Background: an optimization exercise with open tools, aiming at small area, a short achievable clock period and few clock cycles per item. Do not read the settings as production practice. RTL that was checked went through simulation tests only; none was proved equivalent to the original.

Design simon128_256, start of the top module:
module simon128_256 (
  input  wire          clk       ,
  input  wire          rst       ,
  input  wire          key_valid ,
  output logic         key_ready ,
  input  wire  [255:0] key       ,
  input  wire          in_valid  ,
  output logic         in_ready  ,
  input  wire  [127:0] in_data   ,
  output logic         out_valid ,
  input  wire          out_ready ,
  output logic [127:0] out_data
);
Size: roughly 6600 cells after synthesis, roughly 520 I/O pins, roughly 73000 µm² of cells after synthesis.
export LEC_CHECK = 0
export CAP_MARGIN = 20
export CORE_MARGIN = 2
export CORE_UTILIZATION = 60
export CTS_CLUSTER_DIAMETER = 100
export CTS_CLUSTER_SIZE = 20
export SETUP_SLACK_MARGIN = 2.3
export SLEW_MARGIN = 20
create_clock -name core_clock -period 5.0 [get_ports {clk}]
standard.sh (not shown) runs the stock make flow with config.mk's settings and CLKGATE_MAP_FILE= SYNTH_SCRIPT=/design/flow/synth_recipe.tcl, a recipe that flattens the netlist after the stock synthesis.
==> flow/flow/run.sh <==
#!/bin/bash
set -euo pipefail
export BUFFER_PORTS_ARGS="-buffer_cell sky130_fd_sc_hd__buf_1"
bash standard.sh finish > standard_flow.log 2>&1
Testbench counts at the start, summed over its fixed seeds: cycles 1,072, items 144.
Change:
- ABC_AREA: unset -> 1
Utilization is higher by 5.9 points.
Synthesized cell count increases by well over a third.
Global-route usage is higher by 8.3 points.
Flip-flop and latch count does not change.
Cell area goes up by about a fifth.
Via count climbs by well over a third.
Non-clock buffer count grows by 572.

* * *

Another version of the RTL of simon128_256 (not shown whole).
Size in the first run: about 3200 cells after synthesis, ~650 flip-flops, ~41000 sq um of cells after synthesis.
## simon128_256
module simon128_256 (
  input  wire          clk       ,
  input  wire          rst       ,
  input  wire          key_valid ,
  output logic         key_ready ,
  input  wire  [255:0] key       ,
  input  wire          in_valid  ,
  output logic         in_ready  ,
  input  wire  [127:0] in_data   ,
  output logic         out_valid ,
  input  wire          out_ready ,
  output logic [127:0] out_data
);
  localparam integer R = 3;            
  localparam integer N = 72 / R;       
  localparam logic [61:0] Z4 = 62'b11010001111001101011011000100000010111000011001010010011101111;
  function automatic logic zbit(input integer i);
    zbit = Z4[61 - (i % 62)];
  endfunction
  function automatic logic [63:0] rol(input logic [63:0] v, input integer n);
    rol = (v << n) | (v >> (64 - n));
  endfunction
  function automatic logic [63:0] ror(input logic [63:0] v, input integer n);
    ror = (v >> n) | (v << (64 - n));
  endfunction
  logic [255:0] kreg;        
  logic [255:0] ks;          
  logic [ 63:0] x, y;        
  logic         idle;        
  logic         busy;        
  logic [  5:0] cnt;         
  logic         last;
  assign key_ready = 1'b1;
  assign in_ready  = idle;
  assign out_data  = {x, y};
  assign last      = (cnt == N - 1);
  logic [R-1:0] zc;
  always_comb begin
    zc = '0;
    for (int c = 0; c < N; c++)
      if ((idle ? 6'd0 : cnt) == c)
        for (int j = 0; j < R; j++)
          zc[j] = zbit(R * c + j);
  end
  logic [255:0] ksi;
  logic [63:0] w [0:R+3];
  logic [63:0] t [0:R-1];
  always_comb begin
    ksi = idle ? kreg : ks;
    for (int j = 0; j < 4; j++) w[j] = ksi[64*j +: 64];
    for (int j = 0; j < R; j++) begin
      t[j]   = ror(w[j+3], 3) ^ w[j+1];
      w[j+4] = ~w[j] ^ t[j] ^ ror(t[j], 1) ^ {63'd0, zc[j]} ^ 64'd3;
    end
  end
  logic [63:0] xs [0:R];
  logic [63:0] ys [0:R];
  always_comb begin
    xs[0] = idle ? in_data[127:64] : x;
    ys[0] = idle ? in_data[ 63: 0] : y;
    for (int j = 0; j < R; j++) begin
      xs[j+1] = ys[j] ^ (rol(xs[j], 1) & rol(xs[j], 8)) ^ rol(xs[j], 2) ^ w[j];
      ys[j+1] = xs[j];
    end
  end
  always_ff @(posedge clk) begin
    if (key_valid) kreg <= key;
  end
  always_ff @(posedge clk) begin
    if (!out_valid) begin
      x <= xs[R];
      y <= ys[R];
    end
  end
  always_ff @(posedge clk) begin
    ks <= {w[R+3], w[R+2], w[R+1], w[R]};
  end
  ...
make LEC_CHECK=0 CAP_MARGIN=20 CORE_MARGIN=2 CORE_UTILIZATION=40 SETUP_SLACK_MARGIN=2.0 SLEW_MARGIN=20 finish   # period 5.0 ns
run.sh (not shown) runs the stock make flow with config.mk's settings and CLKGATE_MAP_FILE= SYNTH_SCRIPT=/design/flow/synth_recipe.tcl, a recipe that flattens the netlist after the stock synthesis.
Stock flow here: none of the scripts above is used.
The starting point ran to the end with no violations.
Then changed:
SETUP_SLACK_MARGIN = default   (was 2.0)
SYNTH_MEMORY_MAX_BITS = 8192   (was default)
- The changed run finished with timing, DRC and antenna clean
- critical path depth is unchanged
- clock-buffer cell count rose by 7
- final area fell by 4.1%
- area after synthesis does not change
- register-to-register slack loses 0.86 ns
- sequential cell count is unchanged
- worst setup slack loses 0.87 ns
Then changed:
==> flow/flow/run.sh (new file) <==
#!/bin/bash
set -euo pipefail
export BUFFER_PORTS_ARGS="-buffer_cell sky130_fd_sc_hd__buf_1"
bash standard.sh finish > standard_flow.log 2>&1
==> flow/standard.sh (new file) <==
#!/bin/bash
# synth_recipe.tcl (not shown) runs the flow's synth.tcl, then flattens the netlist and writes it again
# the make line also repeats each setting of config.mk as NAME=value (left out here)
make -C /OpenROAD-flow-scripts/flow DESIGN_CONFIG=/design/flow/config.mk WORK_HOME=/design/flow/orfs CLKGATE_MAP_FILE= SYNTH_SCRIPT=/design/flow/synth_recipe.tcl "${@:-finish}"
removed: flow/run.sh
Effect: Critical path depth falls by 1. Utilization drops by 3.0 points. Final area goes down by 6.0%. Cell count barely changes. Area after synthesis is unchanged. First-iteration DRC count came out lower by 1.6%.
Then changed:
==> flow/run.sh (new file) <==
#!/bin/bash
# synth_recipe.tcl (not shown) runs the flow's synth.tcl, then flattens the netlist and writes it again
# the make line also repeats each setting of config.mk as NAME=value (left out here)
make -C /OpenROAD-flow-scripts/flow DESIGN_CONFIG=/design/flow/config.mk WORK_HOME=/design/flow/orfs CLKGATE_MAP_FILE= SYNTH_SCRIPT=/design/flow/synth_recipe.tcl finish
ABC_AREA = 1   (was default)
SYNTH_MEMORY_MAX_BITS = default   (was 8192)
removed: flow/flow/run.sh
removed: flow/standard.sh
What happened: The changed run finished with timing, DRC and antenna clean. Synthesized area climbs by about 2.4%. Sequential share of layout area drops by 3.3 points. Wire length climbs by 25%. Non-clock buffer count climbs by 32. Global-route usage climbs by 5.4 points. First-iteration DRC count climbs by about 90%. Die area climbs by 2.3%. Clock-buffer cell count climbs by 16. Critical path depth climbs by 9.
Then changed:
ABC_AREA = default   (was 1)
ABC_CLOCK_PERIOD_IN_PS = 3000   (was default)
What happened:
- The new run finished with timing, DRC and antenna clean
- core utilization goes down by 0.21 points
- first-iteration DRC count goes down by 46%
- routed wire length goes down by 19%
- non-clock buffer count goes down by 42
- die area goes down by 2.3%
- global-route usage goes down by 5.0 points
No run of this note included a check of the RTL's function; only the layout flow was run.

re-timing with driven ports:
In the flow no input, the clock included, has a driving cell. The finished layouts below were timed again as built, in two steps.
Step 1, drivers: a clkbuf_16 drives clk and a buf_2 each remaining input, both assumed.
Step 2 also shifts input and output timing later by t, the mid clock arrival at the registers, as if the neighbouring blocks saw the same clock.
Three values: ideal, step 1, step 2; two values: the first two.
run | t, ns | setup WS [ns] | hold slack, ns | worst setup path after step 2
the first run of note 1 | 0.824 | 2.154 / 2.154 / 1.649 | 0.409 / 0.347 / 0.423 | input to register
the second run of note 1 | 0.814 | 1.858 / 1.858 / 1.705 | 0.415 / 0.354 / 0.431 | input to register
the first run of note 2 | 0.719 | 1.956 / 1.948 / 1.246 | 0.508 / 0.508 / 0.508 | input to register
the second run of note 2 | 0.722 | 1.086 / 1.088 / 0.366 | 0.501 / 0.501 / 0.501 | input to register
the third run of note 2 | 0.718 | 1.387 / 1.387 / 0.701 | 0.506 / 0.459 / 0.510 | input to register
the fourth run of note 2 | 0.734 | 0.787 / 0.787 / 0.673 | 0.510 / 0.510 / 0.510 | input to register
the fifth run of note 2 | 0.722 | 1.086 / 1.088 / 0.366 | 0.501 / 0.501 / 0.501 | input to register
After both steps every run listed still meets setup and hold.
